Background: an optimization exercise with open tools, aiming at small area, a short achievable clock period and few clock cycles. Do not read the settings as production practice. Function was checked by simulation only, so behaviour that the tests miss may differ from the original.

--- flow/design.v ---
module uriscv_muldiv (
    input           clk,
    input           rst_n,
    input           start_i,
    input   [2:0]   func3_i,
    input   [31:0]  operand_ra_i,
    input   [31:0]  operand_rb_i,
    output          done_o,
    output  [31:0]  result_o
);
localparam  S_IDLE = 3'd0;
localparam  S_MUL  = 3'd1;
localparam  S_NORM = 3'd2;
localparam  S_ITER = 3'd3;
localparam  S_FIN  = 3'd4;
logic   [2:0]   state_q;
logic   [4:0]   cnt_q;
logic   [33:0]  r_q;         
logic   [31:0]  d_q;         
logic   [31:0]  q_q;         
logic           neg_q;
wire        is_div   = func3_i[2];
wire        div_sgn  = ~func3_i[0];            
wire        div_quot = ~func3_i[1];            
wire        a_sgn    = (func3_i[1:0] == 2'b01) | (func3_i[1:0] == 2'b10);
wire        b_sgn    = (func3_i[1:0] == 2'b01);
wire [31:0] a = operand_ra_i;
wire [31:0] b = operand_rb_i;
logic   [8:0]   chunk_r;
always_comb
begin
    case (cnt_q[1:0])
    2'd0:    chunk_r = {1'b0, b[7:0]};
    2'd1:    chunk_r = {1'b0, b[15:8]};
    2'd2:    chunk_r = {1'b0, b[23:16]};
    default: chunk_r = {b_sgn & b[31], b[31:24]};
    endcase
end
wire signed [32:0]  mul_a_w   = {a_sgn & a[31], a};
wire signed [8:0]   mul_c_w   = chunk_r;
wire signed [41:0]  mul_pp_w  = mul_a_w * mul_c_w;
wire signed [41:0]  mul_acc_w = (state_q == S_MUL) ? {{8{r_q[33]}}, r_q} : 42'd0;
wire        [41:0]  mul_sum_w = mul_acc_w + mul_pp_w;
wire        b_zero_w = (b == 32'b0);
wire [31:0] a_abs_w  = (div_sgn & a[31]) ? -a : a;
wire [31:0] b_abs_w  = (div_sgn & b[31]) ? -b : b;
function automatic [5:0] clz32(input [31:0] x);
    integer i;
    begin
        clz32 = 6'd32;
        for (i = 0; i < 32; i = i + 1)
            if (x[i])
                clz32 = 6'd31 - i[5:0];
    end
endfunction
wire [5:0]  clz_r_w  = clz32(r_q[31:0]);
wire [5:0]  clz_d_w  = clz32(d_q);
wire [5:0]  norm_w   = clz_d_w - clz_r_w;
wire        quick_w  = (clz_d_w < clz_r_w);
wire [32:0] diff_w   = {1'b0, r_q[31:0]} - {1'b0, d_q};
wire        ge_w     = ~diff_w[32];
always_ff @(posedge clk, negedge rst_n)
begin
    if (~rst_n)
    begin
        state_q <= S_IDLE;
        cnt_q   <= 5'd0;
    end
    else
    begin
        case (state_q)
        S_IDLE:
            if (start_i)
            begin
                if (!is_div)
                begin
                    cnt_q   <= 5'd1;
                    state_q <= S_MUL;
                end
                else if (!b_zero_w)
                    state_q <= S_NORM;
            end
        S_MUL:
        begin
            cnt_q <= cnt_q + 5'd1;
            if (cnt_q[1:0] == 2'd3)
                state_q <= S_FIN;
        end
        S_NORM:
        begin
            cnt_q <= quick_w ? 5'd0 : norm_w[4:0];
            state_q <= quick_w ? S_IDLE : S_ITER;
        end
        S_ITER:
        begin
            cnt_q <= cnt_q - 5'd1;
            if (cnt_q == 5'd0)
                state_q <= S_FIN;
        end
        default:
        begin
            cnt_q   <= 5'd0;
            state_q <= S_IDLE;
        end
        endcase
    end
end
always_ff @(posedge clk)
begin
    case (state_q)
    S_IDLE:
    begin
        if (!is_div)
        begin
            r_q   <= mul_sum_w[41:8];
            q_q   <= {mul_sum_w[7:0], 24'b0};
            neg_q <= 1'b0;
        end
        else
        begin
            r_q   <= {2'b0, a_abs_w};
            d_q   <= b_abs_w;
            q_q   <= 32'b0;
            neg_q <= div_quot ? (div_sgn & (a[31] ^ b[31])) : (div_sgn & a[31]);
        end
    end
    S_MUL:
    begin
        r_q   <= mul_sum_w[41:8];
        q_q   <= {mul_sum_w[7:0], q_q[31:8]};
    end
    S_NORM:
        d_q   <= d_q << norm_w[4:0];
    S_ITER:
    begin
        if (ge_w)
            r_q[31:0] <= diff_w[31:0];
        q_q   <= {q_q[30:0], ge_w};
        d_q   <= {1'b0, d_q[31:1]};
    end
    default: ;
    endcase
end
wire        sel_q_w  = is_div ? div_quot : (func3_i[1:0] == 2'b00);
wire [31:0] res_w    = sel_q_w ? q_q : r_q[31:0];
wire [31:0] fin_w    = neg_q ? -res_w : res_w;
wire        dz_done_w = (state_q == S_IDLE) & start_i & is_div & b_zero_w;
assign done_o   = (state_q == S_FIN) | ((state_q == S_NORM) & quick_w) | dz_done_w;
assign result_o = dz_done_w ? (div_quot ? 32'hFFFFFFFF : a) : fin_w;
endmodule
module uriscv_core #(
    parameter   SUPPORT_BRAM_REGFILE = 1,
    parameter   RST_VECTOR           = 32'h00000000
) (
    input           clk,
    input           rst_n,
    input           intr_i,
    output          mem_i_rd_o,
    output  [31:0]  mem_i_pc_o,
    input   [31:0]  mem_i_inst_i,
    input           mem_i_accept_i,
    input           mem_i_valid_i,
    output          mem_d_rd_o,
    output  [3:0]   mem_d_wr_o,
    output  [31:0]  mem_d_addr_o,
    input   [31:0]  mem_d_data_rd_i,
    output  [31:0]  mem_d_data_wr_o,
    input           mem_d_accept_i,
    input           mem_d_ack_i
);
logic   [31:0]  nfa_q;           
logic           nfa_inc_q;       
logic   [1:0]   live_q;          
logic   [1:0]   disc_q;          
logic   [1:0]   sk_cnt_q;
logic   [31:0]  sk0_q;
logic   [31:0]  sk1_q;
logic           e_valid_q;
logic           e_first_q;
logic   [31:0]  pc_q;
logic   [31:0]  ir_q;
logic   [31:0]  rs1_q;
logic   [31:0]  rs2_q;
logic   [31:0]  imm_q;
logic           c_alu_q;         
logic           c_bimm_q;        
logic           c_lui_q;
logic           c_auipc_q;
logic           c_jal_q;
logic           c_jalr_q;
logic           c_branch_q;
logic           c_load_q;
logic           c_store_q;
logic           c_csr_q;
logic           c_ecall_q;
logic           c_ebreak_q;
logic           c_mret_q;
logic           c_md_q;
logic           c_illegal_q;
logic           c_wr_q;          
logic   [3:0]   c_aluop_q;
logic           ld_wait_q;
logic   [5:0]   dq_q;            
logic           e_done_w;
logic           redirect_w;
logic   [31:0]  target_w;
logic           wb_en_w;
logic   [31:0]  wb_val_w;
wire    [4:0]   e_rd_w = ir_q[11:7];
wire        sk_has_w  = (sk_cnt_q != 2'd0);
wire        arr_w     = mem_i_valid_i;
wire        arr_live_w= arr_w & (disc_q == 2'd0);
wire        arr_disc_w= arr_w & (disc_q != 2'd0);
wire [31:0] d_inst_w  = sk_has_w ? sk0_q : mem_i_inst_i;
wire        d_avail_w = sk_has_w | arr_live_w;
wire        e_free_w  = ~e_valid_q | e_done_w;
wire        e_load_w  = e_free_w & d_avail_w & ~redirect_w;
wire [4:0]  d_opc     = d_inst_w[6:2];
wire [2:0]  d_f3      = d_inst_w[14:12];
wire [6:0]  d_f7      = d_inst_w[31:25];
wire [4:0]  d_rd      = d_inst_w[11:7];
wire [4:0]  d_rs1     = d_inst_w[19:15];
wire [4:0]  d_rs2     = d_inst_w[24:20];
wire d_rvc     = (d_inst_w[1:0] != 2'b11);
wire d_load    = (d_opc == 5'b00000);
wire d_opimm   = (d_opc == 5'b00100);
wire d_auipc   = (d_opc == 5'b00101);
wire d_store   = (d_opc == 5'b01000);
wire d_op      = (d_opc == 5'b01100);
wire d_lui     = (d_opc == 5'b01101);
wire d_branch  = (d_opc == 5'b11000);
wire d_jalr    = (d_opc == 5'b11001);
wire d_jal     = (d_opc == 5'b11011);
wire d_system  = (d_opc == 5'b11100);
wire d_miscm   = (d_opc == 5'b00011);
wire d_alu_op  = d_op & ((d_f7 == 7'b0000000) | (d_f7 == 7'b0100000));
wire d_md      = d_op & (d_f7 == 7'b0000001);
wire d_ecall   = d_system & (d_inst_w[31:7] == 25'h000000);
wire d_ebreak  = d_system & (d_inst_w[31:7] == 25'h002000);
wire d_mret    = d_system & (d_inst_w[31:7] == 25'h604000);
wire d_csr     = d_system & (d_f3 != 3'b000) & (d_f3 != 3'b100);
wire d_nop     = d_miscm & (d_f3[2:1] == 2'b00);
wire d_known   = d_load | d_opimm | d_auipc | d_store | d_alu_op | d_lui |
                 d_branch | d_jalr | d_jal | d_ecall | d_ebreak | d_mret |
                 d_csr | d_nop | d_md;
wire d_illegal = ~d_known | d_rvc;
wire d_wr      = (d_md | d_opimm | d_alu_op | d_csr | d_auipc | d_lui |
                  d_jalr | d_jal | d_load) & (d_rd != 5'b0);
logic [3:0] d_aluop;
always_comb
begin
    case (d_f3)
    3'b000:  d_aluop = (d_op & d_inst_w[30]) ? 4'b0110 : 4'b0100;
    3'b001:  d_aluop = 4'b0001;
    3'b010:  d_aluop = 4'b1011;
    3'b011:  d_aluop = 4'b1010;
    3'b100:  d_aluop = 4'b1001;
    3'b101:  d_aluop = d_inst_w[30] ? 4'b0011 : 4'b0010;
    3'b110:  d_aluop = 4'b1000;
    default: d_aluop = 4'b0111;
    endcase
end
logic [31:0] d_imm;
always_comb
begin
    if (d_store)
        d_imm = {{20{d_inst_w[31]}}, d_inst_w[31:25], d_inst_w[11:7]};
    else if (d_lui | d_auipc)
        d_imm = {d_inst_w[31:12], 12'b0};
    else if (d_branch)
        d_imm = {{19{d_inst_w[31]}}, d_inst_w[31], d_inst_w[7], d_inst_w[30:25], d_inst_w[11:8], 1'b0};
    else if (d_jal)
        d_imm = {{11{d_inst_w[31]}}, d_inst_w[31], d_inst_w[19:12], d_inst_w[20], d_inst_w[30:21], 1'b0};
    else
        d_imm = {{20{d_inst_w[31]}}, d_inst_w[31:20]};
end
logic   [31:0]  rf_q [1:31];
always_ff @(posedge clk)
begin
    if (wb_en_w)
        rf_q[e_rd_w] <= wb_val_w;
end
wire [31:0] rf_rs1_w = (d_rs1 == 5'd0) ? 32'b0 : rf_q[d_rs1];
wire [31:0] rf_rs2_w = (d_rs2 == 5'd0) ? 32'b0 : rf_q[d_rs2];
wire [31:0] d_rs1_val = (wb_en_w && (e_rd_w == d_rs1)) ? wb_val_w : rf_rs1_w;
wire [31:0] d_rs2_val = (wb_en_w && (e_rd_w == d_rs2)) ? wb_val_w : rf_rs2_w;
wire [31:0] seq_fa_w = nfa_inc_q ? (nfa_q + 32'd4) : nfa_q;
assign mem_i_pc_o = redirect_w ? target_w : seq_fa_w;
logic run_q;
always_ff @(posedge clk, negedge rst_n)
    if (~rst_n)
        run_q <= 1'b0;
    else
        run_q <= 1'b1;
wire [2:0] f_occ_w = {1'b0, live_q} + {1'b0, sk_cnt_q};
assign mem_i_rd_o = redirect_w | (run_q & (f_occ_w <= 3'd1));
wire        f_acc_w = mem_i_rd_o & mem_i_accept_i;
always_ff @(posedge clk, negedge rst_n)
begin
    if (~rst_n)
    begin
        nfa_q     <= RST_VECTOR;
        nfa_inc_q <= 1'b0;
        live_q    <= 2'd0;
        disc_q    <= 2'd0;
    end
    else
    begin
        if (f_acc_w)
        begin
            nfa_q     <= mem_i_pc_o;
            nfa_inc_q <= 1'b1;
        end
        else if (redirect_w)
        begin
            nfa_q     <= target_w;
            nfa_inc_q <= 1'b0;
        end
        if (redirect_w)
        begin
            disc_q <= disc_q - {1'b0, arr_disc_w} + live_q - {1'b0, arr_live_w};
            live_q <= {1'b0, f_acc_w};
        end
        else
        begin
            disc_q <= disc_q - {1'b0, arr_disc_w};
            live_q <= live_q - {1'b0, arr_live_w} + {1'b0, f_acc_w};
        end
    end
end
wire sk_pop_w  = e_load_w & sk_has_w;
wire sk_push_w = arr_live_w & ~redirect_w & ~(e_load_w & ~sk_has_w);
always_ff @(posedge clk, negedge rst_n)
begin
    if (~rst_n)
        sk_cnt_q <= 2'd0;
    else if (redirect_w)
        sk_cnt_q <= 2'd0;
    else
        sk_cnt_q <= sk_cnt_q - {1'b0, sk_pop_w} + {1'b0, sk_push_w};
end
always_ff @(posedge clk)
begin
    if (sk_pop_w)
    begin
        sk0_q <= (sk_cnt_q == 2'd2) ? sk1_q : mem_i_inst_i;
        sk1_q <= mem_i_inst_i;
    end
    else if (sk_push_w)
    begin
        if (sk_cnt_q == 2'd0)
            sk0_q <= mem_i_inst_i;
        else
            sk1_q <= mem_i_inst_i;
    end
end
always_ff @(posedge clk, negedge rst_n)
begin
    if (~rst_n)
    begin
        e_valid_q <= 1'b0;
        e_first_q <= 1'b0;
    end
    else
    begin
        if (e_load_w)
            e_valid_q <= 1'b1;
        else if (e_done_w)
            e_valid_q <= 1'b0;
        e_first_q <= e_load_w;
    end
end
always_ff @(posedge clk)
begin
    if (e_free_w)
    begin
        ir_q        <= d_inst_w;
        rs1_q       <= d_rs1_val;
        rs2_q       <= d_rs2_val;
        imm_q       <= d_imm;
        c_alu_q     <= d_opimm | d_alu_op;
        c_bimm_q    <= ~d_op & ~d_branch;
        c_lui_q     <= d_lui;
        c_auipc_q   <= d_auipc;
        c_jal_q     <= d_jal;
        c_jalr_q    <= d_jalr;
        c_branch_q  <= d_branch;
        c_load_q    <= d_load;
        c_store_q   <= d_store;
        c_csr_q     <= d_csr;
        c_ecall_q   <= d_ecall;
        c_ebreak_q  <= d_ebreak;
        c_mret_q    <= d_mret;
        c_md_q      <= d_md;
        c_illegal_q <= d_illegal;
        c_wr_q      <= d_wr;
        c_aluop_q   <= (d_opimm | d_alu_op) ? d_aluop : 4'b0100;
    end
end
wire [2:0]  e_f3      = ir_q[14:12];
wire [31:0] alu_b_w   = c_bimm_q ? imm_q : rs2_q;
wire        alu_sub_w = c_branch_q | (c_aluop_q == 4'b0110) |
                        (c_aluop_q == 4'b1010) | (c_aluop_q == 4'b1011);
wire [32:0] alu_sum_w = {1'b0, rs1_q} + {1'b0, alu_sub_w ? ~alu_b_w : alu_b_w} + {32'b0, alu_sub_w};
wire        ltu_w     = ~alu_sum_w[32];
wire        lts_w     = (rs1_q[31] ^ alu_b_w[31]) ? rs1_q[31] : alu_sum_w[31];
wire        eq_w      = (rs1_q == rs2_q);
wire        shl_w     = (c_aluop_q == 4'b0001);
wire [31:0] sh_in_w;
wire [31:0] sh_out_w;
genvar gi;
generate
for (gi = 0; gi < 32; gi = gi + 1)
begin : g_rev
    assign sh_in_w[gi] = shl_w ? rs1_q[31-gi] : rs1_q[gi];
end
endgenerate
wire        sh_fill_w = (c_aluop_q == 4'b0011) & rs1_q[31];
wire [63:0] sh_ext_w  = {{32{sh_fill_w}}, sh_in_w} >> alu_b_w[4:0];
wire [31:0] shr_w     = sh_ext_w[31:0];
generate
for (gi = 0; gi < 32; gi = gi + 1)
begin : g_rev2
    assign sh_out_w[gi] = shl_w ? shr_w[31-gi] : shr_w[gi];
end
endgenerate
logic [31:0] alu_res_r;
always_comb
begin
    case (c_aluop_q)
    4'b0001,
    4'b0010,
    4'b0011:       alu_res_r = sh_out_w;
    4'b1010:          alu_res_r = {31'b0, ltu_w};
    4'b1011:   alu_res_r = {31'b0, lts_w};
    4'b1001:                alu_res_r = rs1_q ^ alu_b_w;
    4'b1000:                 alu_res_r = rs1_q | alu_b_w;
    4'b0111:                alu_res_r = rs1_q & alu_b_w;
    default:                    alu_res_r = alu_sum_w[31:0];
    endcase
end
wire [31:0] pc_imm_w  = pc_q + imm_q;
wire [31:0] pc4_w     = pc_q + 32'd4;
logic br_take_r;
always_comb
begin
    case (e_f3)
    3'b000:  br_take_r = eq_w;
    3'b001:  br_take_r = ~eq_w;
    3'b100:  br_take_r = lts_w;
    3'b101:  br_take_r = ~lts_w;
    3'b110:  br_take_r = ltu_w;
    3'b111:  br_take_r = ~ltu_w;
    default: br_take_r = 1'b0;
    endcase
end
wire [31:0] addr_w    = alu_sum_w[31:0];
wire        ls_half_w = (e_f3 == 3'b001) | (c_load_q & (e_f3 == 3'b101));
wire        ls_word_w = (e_f3 == 3'b010);
wire        misalign_w= (c_load_q | c_store_q) &
                        ((ls_half_w & addr_w[0]) | (ls_word_w & (addr_w[1:0] != 2'b00)));
logic   [31:0]  csr_mepc_q;
logic   [4:0]   csr_mcause_q;    
logic   [31:0]  csr_sr_q;
logic   [31:0]  csr_mscratch_q;
logic   [31:0]  csr_mip_q;
logic   [31:0]  csr_mie_q;
logic   [31:0]  csr_mtvec_q;
logic   [31:0]  csr_mtval_q;
wire [11:0] csr_addr_w = ir_q[31:20];
wire        take_int_w = (|(csr_mip_q & csr_mie_q)) & csr_sr_q[3];
wire        exc_w      = e_valid_q & e_first_q & (take_int_w | c_illegal_q | misalign_w);
wire        trap_w     = exc_w | (e_valid_q & (c_ecall_q | c_ebreak_q));
logic [31:0] csr_rdata_r;
always_comb
begin
    case (csr_addr_w)
    12'h341:      csr_rdata_r = csr_mepc_q;
    12'h342:    csr_rdata_r = {csr_mcause_q[4], 27'b0, csr_mcause_q[3:0]};
    12'h300:   csr_rdata_r = csr_sr_q;
    12'h305:     csr_rdata_r = csr_mtvec_q;
    12'h343:     csr_rdata_r = csr_mtval_q;
    12'h340:  csr_rdata_r = csr_mscratch_q;
    12'h344:       csr_rdata_r = csr_mip_q & ((1 << 11)   |                       (1 << 7) |                       (1 << 3));
    12'h304:       csr_rdata_r = csr_mie_q & ((1 << 11)   |                       (1 << 7) |                       (1 << 3));
    12'h301:      csr_rdata_r = 32'h00001000 | 32'h40000000 | 32'h00000100;
    default:        csr_rdata_r = 32'b0;
    endcase
end
wire [31:0] csr_data_w = e_f3[2] ? {27'b0, ir_q[19:15]} : rs1_q;
wire        csr_set_w  = (e_f3[1:0] == 2'b01) | (e_f3[1:0] == 2'b10);
wire        csr_clr_w  = (e_f3[1:0] == 2'b01) | (e_f3[1:0] == 2'b11);
wire        csr_we_w   = e_valid_q & c_csr_q & ~trap_w;
function automatic [31:0] csr_upd(input [31:0] old, input [31:0] data, input set, input clr);
    begin
        if (set && clr)
            csr_upd = data;
        else if (set)
            csr_upd = old | data;
        else if (clr)
            csr_upd = old & ~data;
        else
            csr_upd = old;
    end
endfunction
wire [31:0] mip_in_w = intr_i ? (csr_mip_q | (32'b1 << 11)) : csr_mip_q;
always_ff @(posedge clk, negedge rst_n)
begin
    if (~rst_n)
    begin
        csr_mepc_q     <= 32'b0;
        csr_mcause_q   <= 5'b0;
        csr_sr_q       <= 32'b0;
        csr_mscratch_q <= 32'b0;
        csr_mip_q      <= 32'b0;
        csr_mie_q      <= 32'b0;
        csr_mtvec_q    <= 32'b0;
        csr_mtval_q    <= 32'b0;
    end
    else
    begin
        csr_mip_q <= mip_in_w;
        if (trap_w)
        begin
            csr_sr_q[7] <= csr_sr_q[3];
            csr_sr_q[12:11]  <= 3;
            csr_sr_q[3]  <= 1'b0;
            csr_mepc_q           <= pc_q;
            if (c_illegal_q)
            begin
                csr_mcause_q <= 5'd2;
                csr_mtval_q  <= ir_q;
            end
            else if (c_ebreak_q)
            begin
                csr_mcause_q <= 5'd3;
                csr_mtval_q  <= 32'b0;
            end
            else if (c_ecall_q)
            begin
                csr_mcause_q <= 5'd11;
                csr_mtval_q  <= 32'b0;
            end
            else if (misalign_w)
            begin
                csr_mcause_q <= c_store_q ? 5'd6 : 5'd4;
                csr_mtval_q  <= addr_w;
            end
            else
            begin
                csr_mcause_q <= 5'b10000;
                csr_mtval_q  <= 32'b0;
            end
        end
        else if (e_valid_q & c_mret_q)
        begin
            csr_sr_q[3]  <= csr_sr_q[7];
            csr_sr_q[7] <= 1'b1;
            csr_sr_q[12:11]  <= 3;
        end
        else if (csr_we_w)
        begin
            case (csr_addr_w)
            12'h341:     csr_mepc_q     <= csr_upd(csr_mepc_q, csr_data_w, csr_set_w, csr_clr_w);
            12'h342:
            begin
                csr_mcause_q[4]   <= csr_upd({31'b0, csr_mcause_q[4]}, {31'b0, csr_data_w[31]}, csr_set_w, csr_clr_w);
                csr_mcause_q[3:0] <= csr_upd({28'b0, csr_mcause_q[3:0]}, {28'b0, csr_data_w[3:0]}, csr_set_w, csr_clr_w);
            end
            12'h300:  csr_sr_q       <= csr_upd(csr_sr_q, csr_data_w, csr_set_w, csr_clr_w);
            12'h340: csr_mscratch_q <= csr_upd(csr_mscratch_q, csr_data_w, csr_set_w, csr_clr_w);
            12'h344:      csr_mip_q      <= csr_upd(mip_in_w, csr_data_w, csr_set_w, csr_clr_w);
            12'h304:      csr_mie_q      <= csr_upd(csr_mie_q, csr_data_w, csr_set_w, csr_clr_w);
            12'h305:    csr_mtvec_q    <= csr_upd(csr_mtvec_q, csr_data_w, csr_set_w, csr_clr_w);
            12'h343:    csr_mtval_q    <= csr_upd(csr_mtval_q, csr_data_w, csr_set_w, csr_clr_w);
            default: ;
            endcase
        end
    end
end
wire        md_start_w = e_valid_q & e_first_q & c_md_q & ~trap_w;
wire        md_done_w;
wire [31:0] md_res_w;
uriscv_muldiv u_muldiv (
    .clk            (clk        ),
    .rst_n          (rst_n      ),
    .start_i        (md_start_w ),
    .func3_i        (e_f3       ),
    .operand_ra_i   (rs1_q      ),
    .operand_rb_i   (rs2_q      ),
    .done_o         (md_done_w  ),
    .result_o       (md_res_w   )
);
wire        dq_ok_w   = (dq_q != 6'd63);
wire        ls_go_w   = e_valid_q & ~trap_w & dq_ok_w;
wire        d_rd_w    = ls_go_w & c_load_q & ~ld_wait_q;
wire        d_st_w    = ls_go_w & c_store_q;
logic [3:0] st_strb_r;
always_comb
begin
    case (e_f3[1:0])
    2'b00:   st_strb_r = 4'b0001 << addr_w[1:0];
    2'b01:   st_strb_r = addr_w[1] ? 4'b1100 : 4'b0011;
    2'b10:   st_strb_r = 4'b1111;
    default: st_strb_r = 4'b0000;
    endcase
end
assign mem_d_rd_o      = d_rd_w;
assign mem_d_wr_o      = d_st_w ? st_strb_r : 4'b0000;
assign mem_d_addr_o    = {addr_w[31:2], 2'b00};
assign mem_d_data_wr_o = (e_f3[1:0] == 2'b00) ? {4{rs2_q[7:0]}} :
                         (e_f3[1:0] == 2'b01) ? {2{rs2_q[15:0]}} : rs2_q;
wire        d_req_acc_w = (mem_d_rd_o | (mem_d_wr_o != 4'b0)) & mem_d_accept_i;
wire        ld_done_w   = ld_wait_q & mem_d_ack_i & (dq_q == 6'd1);
logic [1:0] ld_off_q;
always_ff @(posedge clk, negedge rst_n)
begin
    if (~rst_n)
    begin
        ld_wait_q <= 1'b0;
        dq_q      <= 6'd0;
    end
    else
    begin
        dq_q <= dq_q + {5'b0, d_req_acc_w} - {5'b0, mem_d_ack_i};
        if (d_rd_w & mem_d_accept_i)
            ld_wait_q <= 1'b1;
        else if (ld_done_w)
            ld_wait_q <= 1'b0;
    end
end
always_ff @(posedge clk)
    if (d_rd_w)
        ld_off_q <= addr_w[1:0];
logic [31:0] ld_res_r;
logic [7:0]  lb;
logic [15:0] lh;
always_comb
begin
    case (ld_off_q)
    2'd0:    lb = mem_d_data_rd_i[7:0];
    2'd1:    lb = mem_d_data_rd_i[15:8];
    2'd2:    lb = mem_d_data_rd_i[23:16];
    default: lb = mem_d_data_rd_i[31:24];
    endcase
    lh = ld_off_q[1] ? mem_d_data_rd_i[31:16] : mem_d_data_rd_i[15:0];
    if (e_f3[1:0] == 2'b00)
        ld_res_r = {{24{lb[7] & ~e_f3[2]}}, lb};
    else if (e_f3[1:0] == 2'b01)
        ld_res_r = {{16{lh[15] & ~e_f3[2]}}, lh};
    else
        ld_res_r = mem_d_data_rd_i;
end
always_comb
begin
    if (~e_valid_q)
        e_done_w = 1'b0;
    else if (trap_w)
        e_done_w = 1'b1;
    else if (c_load_q)
        e_done_w = ld_done_w;
    else if (c_store_q)
        e_done_w = mem_d_accept_i & dq_ok_w;
    else if (c_md_q)
        e_done_w = md_done_w;
    else
        e_done_w = 1'b1;
end
assign redirect_w = e_valid_q & (trap_w | c_mret_q | c_jal_q | c_jalr_q | (c_branch_q & br_take_r));
always_comb
begin
    if (trap_w)
        target_w = csr_mtvec_q;
    else if (c_mret_q)
        target_w = csr_mepc_q;
    else if (c_jalr_q)
        target_w = {addr_w[31:1], 1'b0};
    else
        target_w = pc_imm_w;
end
assign wb_en_w = e_done_w & c_wr_q & ~trap_w;
always_comb
begin
    if (c_load_q)
        wb_val_w = ld_res_r;
    else if (c_md_q)
        wb_val_w = md_res_w;
    else if (c_csr_q)
        wb_val_w = csr_rdata_r;
    else if (c_jal_q | c_jalr_q)
        wb_val_w = pc4_w;
    else if (c_auipc_q)
        wb_val_w = pc_imm_w;
    else if (c_lui_q)
        wb_val_w = imm_q;
    else
        wb_val_w = alu_res_r;
end
always_ff @(posedge clk, negedge rst_n)
begin
    if (~rst_n)
        pc_q <= RST_VECTOR;
    else if (e_done_w)
        pc_q <= redirect_w ? target_w : pc4_w;
end
endmodule
--- flow/run.sh ---
#!/bin/bash
# synth_recipe.tcl (not shown) runs the flow's synth.tcl, then flattens the netlist and writes it again
# the make line also repeats each setting of config.mk as NAME=value (left out here)
make -C /OpenROAD-flow-scripts/flow DESIGN_CONFIG=/design/flow/config.mk WORK_HOME=/design/flow/orfs CLKGATE_MAP_FILE= SYNTH_SCRIPT=/design/flow/synth_recipe.tcl finish
--- flow/config.mk ---
export PLATFORM = sky130hd
export DESIGN_NAME = uriscv_core
export DESIGN_NICKNAME = uriscv_core
export VERILOG_FILES = /design/flow/design.v
export SDC_FILE = /design/flow/constraint.sdc
export NUM_CORES = 4
export LEC_CHECK = 0
export CAP_MARGIN = 20
export CORE_MARGIN = 2
export CORE_UTILIZATION = 35
export SETUP_SLACK_MARGIN = 3
export SLEW_MARGIN = 20
--- flow/constraint.sdc ---
create_clock -name core_clock -period 10.0 [get_ports {clk}]
set_input_delay 2.0000 -clock core_clock [delete_from_list [all_inputs] [get_ports {clk}]]
set_output_delay 2.0000 -clock core_clock [all_outputs]
set_load 0.01 [all_outputs]
==> impl_metrics.py, run 1 <==
metrics = {
    "place": {
        "dp_cells": 15700,
        "gp_congestion": 1.07,
        "dp_hpwl_mm": 347,
        "io_buffers": 170,
    },
    "sta": {
        "relSlewSlack_pct": 4.08,
        "fmax_mhz": 130,
        "skew_ps": 110,
        "min_period_over_period_pct": 76.7,
        "tightest_slew_ps": 1420,
        "min_period_ps": 7670,
        "grt_setup_unrepaired": "true",
        "finalHoldViolations": 0,
        "fin_tns_setup_ps": 0,
        "drv_slew": 0,
        "finalSetupViolations": 0,
    },
    "cts": {
        "cts.path.max_buffers": 4,
        "clkTransAtPathRegs_ps": 60,
        "cts.sinks": 1621,
        "cts_made_buffers": 189,
        "cts_max_level": 4,
        "clk_latency_ps": 920,
        "cts_root_buf": "clkbuf_16",
        "cts_tree": "done",
    },
    "synth": {
        "synth_seq_area_share_pct": 42.8,
        "yosysMostFrequentCell": "nand2_1",
        "yosysTopAreaCellShare_pct": 35.6,
        "postSynthCellCount": 12000,
        "syn_area_um2": 110000,
        "yosys_register_bits": 1621,
        "yosysTopAreaCell": "edfxtp_1",
        "ys_types": 108,
        "ys.flop_type": "edfxtp_1",
        "synth.area.top_cells": "edfxtp_1 (36%), nand2_1 (8.4%), dfrtp_1 (7.2%), fa_1 (5.1%), nand3_1 (3.6%)",
        "synth_warnings": 2,
        "async_flop_share_pct": 19.6,
        "synthTopCellsByCount": "nand2_1 (2,447), edfxtp_1 (1,303), nand3_1 (789), a21oi_1 (724), clkbuf_1 (707)",
        "avgSynthCellArea_um2": 9.15,
        "synth_edf_count": 1303,
    },
    "route": {
        "wl_mm": 521,
        "drt_first_pass_iters": 10,
        "viasPerCell": 6.27,
        "vias": 102000,
        "drc": 0,
        "antenna_left": 0,
        "wl_per_cell_um": 31.9,
        "dr.first_iter.drc_count": 16400,
    },
    "worst_setup_path": {
        "rr_endpoint": "u_muldiv.r_q[25]",
        "cp-end-kind": "output pin",
        "critPathArrivalTime_ps": 5670,
        "crit_required_ps": 8000,
        "worstPathMaxFanout": 7,
        "critPathKind": "reg -> out",
        "reg2reg_depth": 27,
        "crit_start": "c_aluop_q[3]",
        "startpoint_type": "flip-flop",
        "r2r-start": "rs2_q[3]",
        "r2r_setup_slack_ps": 2890,
        "worstSetupEndpoint": "mem_i_pc_o[11]",
    },
    "layout": {
        "area_growth_pct": 15.2,
        "fin_cells": 16300,
        "drive_above_1_share_pct": 11.7,
        "final_nets": 12700,
        "fill_cells": 30500,
    },
    "global_routing": {
        "grt.total_usage_pct": 31.6,
        "grt_max_degree": 160,
        "grt_pass1_vias": 94500,
        "antenna_found_initial": 50,
        "grt_pass1_wl_mm": 725,
        "grt-ovfl-total": 0,
    },
    "floorplanning": {
        "start_util_pct": 35.2,
        "rows": 205,
        "fp.dieH_um": 564,
        "core_um2": 312000,
        "die-width_um": 564,
        "io_pins": 173,
        "die_area_um2": 319000,
    },
    "hold_path": {
        "min-delay-path-class": "reg -> reg",
        "worstHoldPathCells": 2,
        "hold_start": "nfa_q[1]",
    },
    "run_status": {
        "status": "timing/DRC/antenna clean",
    },
    "job": {
        "maxCapViolCount": 0,
    },
}
==> metal layers <==
metal,vias up,wire [um],GRT usage [%]
met5,-,227,0
met4,24,38800,19.8
met3,1598,66700,9.00
met2,7278,220000,46.3
met1,50100,196000,41.1
li1,43400,-,-
==> repair_timing <==
action | in CTS | in global routing
gates cloned | 14 | 2
setup buffers | 201 | 45
endpoints found under the setup margin | 903 | 1346
hold buffers | 0 | 0
resized for setup | 456 | 152
pin swaps | 102 | 81
==> cell type report <==
| cell class | count | area [um2] | area share, % |
|---|---|---|---|
| repair buffers | 748 | 6790 | 5.36 |
| diodes | 21 | 52.6 | 0.0415 |
| multi-input cells | 8909 | 59300 | 46.9 |
| well taps | 4140 | 5180 | 4.09 |
| clock buffers | 234 | 5010 | 3.96 |
| clock inverters | 98 | 997 | 0.788 |
| inverters | 562 | 2160 | 1.71 |
| repair inverters | 1 | 5.00 | 0.00395 |
| flip-flops and latches | 1621 | 47100 | 37.2 |
==> how the worst min path moves through the flow <==
stage / slack [ps] / to
finish: 470 / nfa_q[1]
global route: 510 / nfa_q[1]
CTS: 470 / nfa_q[1]
detailed placement: 460 / nfa_q[1]
global placement: 470 / nfa_q[1]
floorplan: 440 / nfa_q[0]
==> logic make-up (layout without fill, tap and decap cells) <==
logic type | after synthesis | after routing | share of synthesized area [%]
other | 2 | 24 | 0.00683
adder cells (fa/ha/maj) | 571 | 571 | 8.43
AND/OR/NAND/NOR | 4631 | 4632 | 18.6
flip-flops | 1621 | 1621 | 42.8
buffers and inverters | 1495 | 1643 | 5.33
XOR/XNOR | 385 | 385 | 3.07
multiplexers | 418 | 422 | 4.43
AO/OA/AOI/OAI | 2893 | 2896 | 17.3
==> metrics by stage <==
step                      area (um2)  worst slack (ps)  hold WS (ps)  util [%]
after global routing          127000              2210           511      40.5
after CTS                     126000              2370           474      40.2
after detailed placement      117000              1480           459      37.3
final                         127000              2330           470      40.6
after global placement        117000              1490           471      37.3
after floorplan               110000              3010           439         -
==> critical path, stage by stage (launching register included) <==
cell      delay, ps
edfxtp_1        440
nor2b_1         160
buf_4           170
a211oi_4        320
buf_6           180
buf_12          150
xnor2_4         120
ha_4            230
or4_4           530
o21ai_2          90
a2111o_1        220
o211ai_4        140
a2111o_1        450
a21bo_2         230
a41oi_4         300
a31oi_4         170
a21oi_4         170
buf_12          150
buf_8           110
buf_6           120
nand2_1          60
a21boi_2        190
buf_2           140
==> layout by cell type (no fill, tap or decap), types with 144 or more instances in the layout <==
| master | count |
|---|---|
| inv_1 | 534 |
| nand3_1 | 783 |
| clkbuf_16 | 191 |
| xnor2_1 | 266 |
| nand2_1 | 2433 |
| edfxtp_1 | 1303 |
| a21oi_1 | 680 |
| and3_1 | 228 |
| ha_1 | 261 |
| fa_1 | 279 |
| dfrtp_1 | 315 |
| buf_4 | 480 |
| mux2i_1 | 275 |
| nor2_1 | 544 |
| a311oi_1 | 337 |
| a31oi_1 | 144 |
| o21ai_0 | 646 |
Testbench counts, summed over its fixed seeds: cycles 84,660.
==> run 2: changes to the inputs <==
--- a/flow/design.v
+++ b/flow/design.v
@@ -168,8 +168,6 @@
     input           mem_d_accept_i,
     input           mem_d_ack_i
 );
-logic   [31:0]  nfa_q;           
-logic           nfa_inc_q;       
 logic   [1:0]   live_q;          
 logic   [1:0]   disc_q;          
 logic   [1:0]   sk_cnt_q;
@@ -284,48 +282,46 @@
 wire [31:0] rf_rs2_w = (d_rs2 == 5'd0) ? 32'b0 : rf_q[d_rs2];
 wire [31:0] d_rs1_val = (wb_en_w && (e_rd_w == d_rs1)) ? wb_val_w : rf_rs1_w;
 wire [31:0] d_rs2_val = (wb_en_w && (e_rd_w == d_rs2)) ? wb_val_w : rf_rs2_w;
-wire [31:0] seq_fa_w = nfa_inc_q ? (nfa_q + 32'd4) : nfa_q;
-assign mem_i_pc_o = redirect_w ? target_w : seq_fa_w;
-logic run_q;
-always_ff @(posedge clk, negedge rst_n)
-    if (~rst_n)
-        run_q <= 1'b0;
+logic           f_rd_q;
+logic   [31:0]  f_pc_q;
+logic   [1:0]   live_n;
+logic   [1:0]   disc_n;
+logic   [1:0]   sk_cnt_n;
+assign mem_i_rd_o = f_rd_q;
+assign mem_i_pc_o = f_pc_q;
+wire        f_acc_w = f_rd_q & mem_i_accept_i;
+always_comb
+begin
+    if (redirect_w)
+    begin
+        disc_n = disc_q - {1'b0, arr_disc_w} + live_q - {1'b0, arr_live_w} + {1'b0, f_acc_w};
+        live_n = 2'd0;
+    end
     else
-        run_q <= 1'b1;
-wire [2:0] f_occ_w = {1'b0, live_q} + {1'b0, sk_cnt_q};
-assign mem_i_rd_o = redirect_w | (run_q & (f_occ_w <= 3'd1));
-wire        f_acc_w = mem_i_rd_o & mem_i_accept_i;
+    begin
+        disc_n = disc_q - {1'b0, arr_disc_w};
+        live_n = live_q - {1'b0, arr_live_w} + {1'b0, f_acc_w};
+    end
+end
+wire [2:0] f_occ_n = {1'b0, live_n} + {1'b0, sk_cnt_n};
 always_ff @(posedge clk, negedge rst_n)
 begin
     if (~rst_n)
     begin
-        nfa_q     <= RST_VECTOR;
-        nfa_inc_q <= 1'b0;
-        live_q    <= 2'd0;
-        disc_q    <= 2'd0;
+        f_rd_q  <= 1'b0;
+        f_pc_q  <= RST_VECTOR;
+        live_q  <= 2'd0;
+        disc_q  <= 2'd0;
     end
     else
     begin
-        if (f_acc_w)
-        begin
-            nfa_q     <= mem_i_pc_o;
-            nfa_inc_q <= 1'b1;
-        end
-        else if (redirect_w)
-        begin
-            nfa_q     <= target_w;
-            nfa_inc_q <= 1'b0;
-        end
+        f_rd_q <= redirect_w | (f_occ_n <= 3'd1);
         if (redirect_w)
-        begin
-            disc_q <= disc_q - {1'b0, arr_disc_w} + live_q - {1'b0, arr_live_w};
-            live_q <= {1'b0, f_acc_w};
-        end
-        else
-        begin
-            disc_q <= disc_q - {1'b0, arr_disc_w};
-            live_q <= live_q - {1'b0, arr_live_w} + {1'b0, f_acc_w};
-        end
+            f_pc_q <= target_w;
+        else if (f_acc_w)
+            f_pc_q <= f_pc_q + 32'd4;
+        live_q <= live_n;
+        disc_q <= disc_n;
     end
 end
 wire sk_pop_w  = e_load_w & sk_has_w;
@@ -334,11 +330,10 @@
 begin
     if (~rst_n)
         sk_cnt_q <= 2'd0;
-    else if (redirect_w)
-        sk_cnt_q <= 2'd0;
     else
-        sk_cnt_q <= sk_cnt_q - {1'b0, sk_pop_w} + {1'b0, sk_push_w};
+        sk_cnt_q <= sk_cnt_n;
 end
+assign sk_cnt_n = redirect_w ? 2'd0 : (sk_cnt_q - {1'b0, sk_pop_w} + {1'b0, sk_push_w});
 always_ff @(posedge clk)
 begin
     if (sk_pop_w)
@@ -591,10 +586,16 @@
     .done_o         (md_done_w  ),
     .result_o       (md_res_w   )
 );
-wire        dq_ok_w   = (dq_q != 6'd63);
-wire        ls_go_w   = e_valid_q & ~trap_w & dq_ok_w;
-wire        d_rd_w    = ls_go_w & c_load_q & ~ld_wait_q;
-wire        d_st_w    = ls_go_w & c_store_q;
+logic           m_rd_q;
+logic   [3:0]   m_wr_q;
+logic   [31:0]  m_addr_q;
+logic   [31:0]  m_data_q;
+wire        m_act_w   = m_rd_q | (m_wr_q != 4'b0);
+wire        m_free_w  = ~m_act_w | mem_d_accept_i;
+wire        dq_ok_w   = (dq_q[5:1] != 5'b11111);
+wire        ls_go_w   = e_valid_q & ~trap_w & dq_ok_w & m_free_w;
+wire        ld_iss_w  = ls_go_w & c_load_q & ~ld_wait_q;
+wire        st_iss_w  = ls_go_w & c_store_q;
 logic [3:0] st_strb_r;
 always_comb
 begin
@@ -605,13 +606,39 @@
     default: st_strb_r = 4'b0000;
     endcase
 end
-assign mem_d_rd_o      = d_rd_w;
-assign mem_d_wr_o      = d_st_w ? st_strb_r : 4'b0000;
-assign mem_d_addr_o    = {addr_w[31:2], 2'b00};
-assign mem_d_data_wr_o = (e_f3[1:0] == 2'b00) ? {4{rs2_q[7:0]}} :
-                         (e_f3[1:0] == 2'b01) ? {2{rs2_q[15:0]}} : rs2_q;
-wire        d_req_acc_w = (mem_d_rd_o | (mem_d_wr_o != 4'b0)) & mem_d_accept_i;
-wire        ld_done_w   = ld_wait_q & mem_d_ack_i & (dq_q == 6'd1);
+always_ff @(posedge clk, negedge rst_n)
+begin
+    if (~rst_n)
+    begin
+        m_rd_q <= 1'b0;
+        m_wr_q <= 4'b0;
+    end
+    else if (ld_iss_w | st_iss_w)
+    begin
+        m_rd_q <= ld_iss_w;
+        m_wr_q <= st_iss_w ? st_strb_r : 4'b0000;
+    end
+    else if (mem_d_accept_i)
+    begin
+        m_rd_q <= 1'b0;
+        m_wr_q <= 4'b0;
+    end
+end
+always_ff @(posedge clk)
+begin
+    if (ld_iss_w | st_iss_w)
+    begin
+        m_addr_q <= {addr_w[31:2], 2'b00};
+        m_data_q <= (e_f3[1:0] == 2'b00) ? {4{rs2_q[7:0]}} :
+                    (e_f3[1:0] == 2'b01) ? {2{rs2_q[15:0]}} : rs2_q;
+    end
+end
+assign mem_d_rd_o      = m_rd_q;
+assign mem_d_wr_o      = m_wr_q;
+assign mem_d_addr_o    = m_addr_q;
+assign mem_d_data_wr_o = m_data_q;
+wire        d_req_acc_w = m_act_w & mem_d_accept_i;
+wire        ld_done_w   = ld_wait_q & ~m_act_w & mem_d_ack_i & (dq_q == 6'd1);
 logic [1:0] ld_off_q;
 always_ff @(posedge clk, negedge rst_n)
 begin
@@ -623,14 +650,14 @@
     else
     begin
         dq_q <= dq_q + {5'b0, d_req_acc_w} - {5'b0, mem_d_ack_i};
-        if (d_rd_w & mem_d_accept_i)
+        if (ld_iss_w)
             ld_wait_q <= 1'b1;
         else if (ld_done_w)
             ld_wait_q <= 1'b0;
     end
 end
 always_ff @(posedge clk)
-    if (d_rd_w)
+    if (ld_iss_w)
         ld_off_q <= addr_w[1:0];
 logic [31:0] ld_res_r;
 logic [7:0]  lb;
@@ -660,7 +687,7 @@
     else if (c_load_q)
         e_done_w = ld_done_w;
     else if (c_store_q)
-        e_done_w = mem_d_accept_i & dq_ok_w;
+        e_done_w = m_free_w & dq_ok_w;
     else if (c_md_q)
         e_done_w = md_done_w;
     else
==> flow/config.mk (replaced) <==
export PLATFORM = sky130hd
export DESIGN_NAME = uriscv_core
export DESIGN_NICKNAME = uriscv_core
export VERILOG_FILES = /design/flow/design.v
export SDC_FILE = /design/flow/constraint.sdc
export NUM_CORES = 4
export LEC_CHECK = 0
export CAP_MARGIN = 40
export CORE_MARGIN = 2
export CORE_UTILIZATION = 30
export SETUP_SLACK_MARGIN = 4
export SLEW_MARGIN = 20
==> impl_metrics.py, run 2 <==
metrics = {
    "sta": {
        "min_period_ps": 6910,
        "finalSetupViolations": 0,
        "tightest_slew_ps": 1030,
        "fmax_mhz": 145,
        "fin_tns_setup_ps": 0,
        "min_period_over_period_pct": 69.1,
        "grt_setup_unrepaired": "true",
        "finalHoldViolations": 0,
        "drv_slew": 0,
        "relSlewSlack_pct": 31.1,
        "skew_ps": 103,
    },
    "route": {
        "wl_per_cell_um": 30.6,
        "drt_first_pass_iters": 8,
        "vias": 106000,
        "antenna_left": 0,
        "wl_mm": 535,
        "dr.first_iter.drc_count": 16800,
        "viasPerCell": 6.05,
        "drc": 0,
    },
    "synth": {
        "synthTopCellsByCount": "nand2_1 (2,470), edfxtp_1 (1,365), nand3_1 (996), o21ai_0 (742), clkbuf_1 (718)",
        "yosys_register_bits": 1687,
        "async_flop_share_pct": 19.1,
        "synth_edf_count": 1365,
        "avgSynthCellArea_um2": 9.14,
        "postSynthCellCount": 12300,
        "synth.area.top_cells": "edfxtp_1 (37%), nand2_1 (8.3%), dfrtp_1 (7.2%), fa_1 (5.1%), nand3_1 (4.5%)",
        "ys_types": 104,
        "synth_warnings": 2,
        "ys.flop_type": "edfxtp_1",
        "yosysMostFrequentCell": "nand2_1",
        "yosysTopAreaCellShare_pct": 36.6,
        "yosysTopAreaCell": "edfxtp_1",
        "syn_area_um2": 112000,
        "synth_seq_area_share_pct": 43.8,
    },
    "layout": {
        "layout_common_cells": "nand2_1 (2,458), edfxtp_1 (1,365), nand3_1 (990), o21ai_0 (717), a21oi_1 (690)",
        "drive_above_1_share_pct": 11.3,
        "final_nets": 13000,
        "final_cell_area_um2": 131000,
        "final_common_cell": "nand2_1",
        "post-route-util_pct": 35.2,
        "area_growth_pct": 16.8,
        "fin_cells": 17500,
    },
    "global_routing": {
        "grt-ovfl-total": 0,
        "grt.total_usage_pct": 27.0,
        "grt_pass1_wl_mm": 745,
        "grt_pass1_vias": 96700,
        "grt_max_degree": 151,
        "antenna_found_initial": 49,
    },
    "floorplanning": {
        "core_um2": 372000,
        "die_area_um2": 378000,
        "fp.dieH_um": 615,
        "die-width_um": 615,
        "io_pins": 173,
        "rows": 224,
        "start_util_pct": 30.1,
    },
    "worst_setup_path": {
        "critPathMostFrequentCell": "fa_2",
        "critPathArrivalTime_ps": 7510,
        "crit_start": "u_muldiv.cnt_q[0]",
        "cp-end-kind": "flip-flop",
        "r2r-start": "u_muldiv.cnt_q[0]",
        "rr_endpoint": "u_muldiv.r_q[30]",
        "worstPathMaxFanout": 7,
        "reg2reg_depth": 22,
        "crit_required_ps": 10600,
        "cp_slowest_cell": "mux4_2",
        "critPathKind": "reg -> reg",
        "path_cells": "buf_12 -> mux4_2 -> buf_6 -> and2_1 -> fa_2 -> inv_1 -> fa_2 -> fa_2 -> fa_1 -> inv_1 -> fa_2 -> ha_2 -> and3_1 -> nand2_1 -> a21boi_0 -> a311o_1 -> a211o_4 -> a31oi_4 -> a21oi_4 -> a31oi_1 -> xor2_1 -> o211ai_1",
        "critPathMaxStageDelay_ps": 620,
        "r2r_setup_slack_ps": 3090,
        "startpoint_type": "flip-flop",
    },
    "place": {
        "dp_cells": 16900,
        "placed_area_um2": 121000,
        "io_buffers": 170,
        "dp_hpwl_mm": 367,
        "gp_congestion": 1.10,
    },
    "hold_path": {
        "min-delay-path-class": "reg -> reg",
        "hold_start": "f_pc_q[1]",
        "holdPathEnd": "f_pc_q[1]",
        "worstHoldPathCells": 2,
    },
    "cts": {
        "cts_max_level": 4,
        "cts_tree": "done",
        "clkTransAtPathRegs_ps": 60,
        "cts_hold_buffers": 0,
        "cts_made_buffers": 191,
        "clk_latency_ps": 970,
        "cts_root_buf": "clkbuf_16",
        "cts.sinks": 1687,
        "cts.path.max_buffers": 4,
    },
    "job": {
        "maxCapViolCount": 0,
    },
    "run_status": {
        "status": "timing/DRC/antenna clean",
    },
}
-- run 2: cell types whose count changed after synthesis, sizes merged, moves of 31 or more --
cell | before | now
xnor2 | 281 | 236
inv | 550 | 486
a31oi | 148 | 213
nor2 | 589 | 666
o22ai | 87 | 56
nor3 | 101 | 202
mux2i | 293 | 227
o221ai | 67 | 31
and3 | 235 | 135
nand3 | 789 | 996
o21ai | 685 | 755
a311oi | 338 | 229
or3 | 29 | 61
edfxtp | 1303 | 1365
-- run 2: critical path: cells and delay by family (launching register included) --
kind	cells	cell delay (ps)
adder cells (fa/ha/maj)	6	2840
multiplexers	1	620
AND/OR/NAND/NOR	3	450
XOR/XNOR	1	190
flip-flops	1	500
AO/OA/AOI/OAI	7	1510
buffers and inverters	4	470
-- run 2: cells by family (layout without fill, tap and decap cells) --
| kind of cell | Yosys count | after routing | synth area share (%) |
|---|---|---|---|
| other cells | 1 | 26 | 0.00335 |
| mux | 373 | 378 | 4.12 |
| simple gates | 4989 | 4990 | 19.7 |
| compound gates | 2861 | 2861 | 16.5 |
| fa+ha+maj | 571 | 571 | 8.28 |
| xor+xnor | 340 | 340 | 2.66 |
| flops | 1687 | 1687 | 43.8 |
| buf+inv | 1429 | 1656 | 4.92 |
-- run 2: final cells by class --
cell class,instances,area [um2]
diodes,24,60.1
well taps,4972,6220
clock buffers,235,5080
clock inverters,109,1100
flip-flops and latches,1687,49100
inverters,499,1930
multi-input cells,9142,59500
repair buffers,813,7840
fillers,37600,241000
-- run 2: stage by stage --
step | hold slack [ps] | setup slack, ps
floorplan | 421 | 2870
global placement | 466 | 2430
detailed placement | 485 | 2410
CTS | 499 | 3220
global route | 513 | 2950
finish | 492 | 3090
-- run 2: how the worst max path moves through the flow --
stage	to	slack [ps]	depth (start not counted)
after floorplan	f_rd_q	2870	26
after global placement	u_muldiv.r_q[32]	2430	20
after detailed placement	u_muldiv.r_q[26]	2410	20
after CTS	u_muldiv.r_q[30]	3220	23
after global routing	u_muldiv.r_q[30]	2950	22
final	u_muldiv.r_q[30]	3090	22
-- run 2: metal layers --
layer  track usage [%]  up-vias  wire length [um]
li1                  -    44600                 -
met1              35.2    51600            201000
met2              39.2     7914            224000
met3              8.49     1623             72100
met4              15.9       36             38000
met5             0.227        -               540
-- run 2: repair_timing --
action,in CTS,in global routing
cloned,7,5
pin swaps,64,75
endpoints found under the hold margin,0,0
gates resized for setup,155,118
setup endpoints to repair,2178,715
buffers inserted,143,61
Testbench counts of run 2, summed over its fixed seeds: cycles 97,181.

-- afterwards: timing with drivers on the ports --
How much do the figures lean on ideal ports? The routed layouts below were timed once more, with nothing changed but the port constraints. Step 1 sets driving cells, clkbuf_16 on the clock port and buf_2 on the other inputs (assumed; they add their load-dependent delay and slew). Step 2 also shifts input and output timing later by t, the mid clock arrival at the registers, as if the neighbouring blocks saw the same clock. a / b / c = ideal ports / drivers / drivers and shift; a / b = the first two.
| run | t (ns) | setup slack, ns | worst hold slack (ns) | worst register clock-pin slew, ns | cell pins on the clock port's net |
|---|---|---|---|---|---|
| run 1 | 0.947 | 2.328 / 2.244 / 2.894 | 0.470 / 0.470 / 0.470 | 0.08 / 0.08 | 1 |
| run 2 | 1.013 | 3.091 / 3.091 / 3.091 | 0.492 / 0.492 / 0.492 | 0.09 / 0.09 | 1 |
After both steps setup and hold are still met in every run listed.
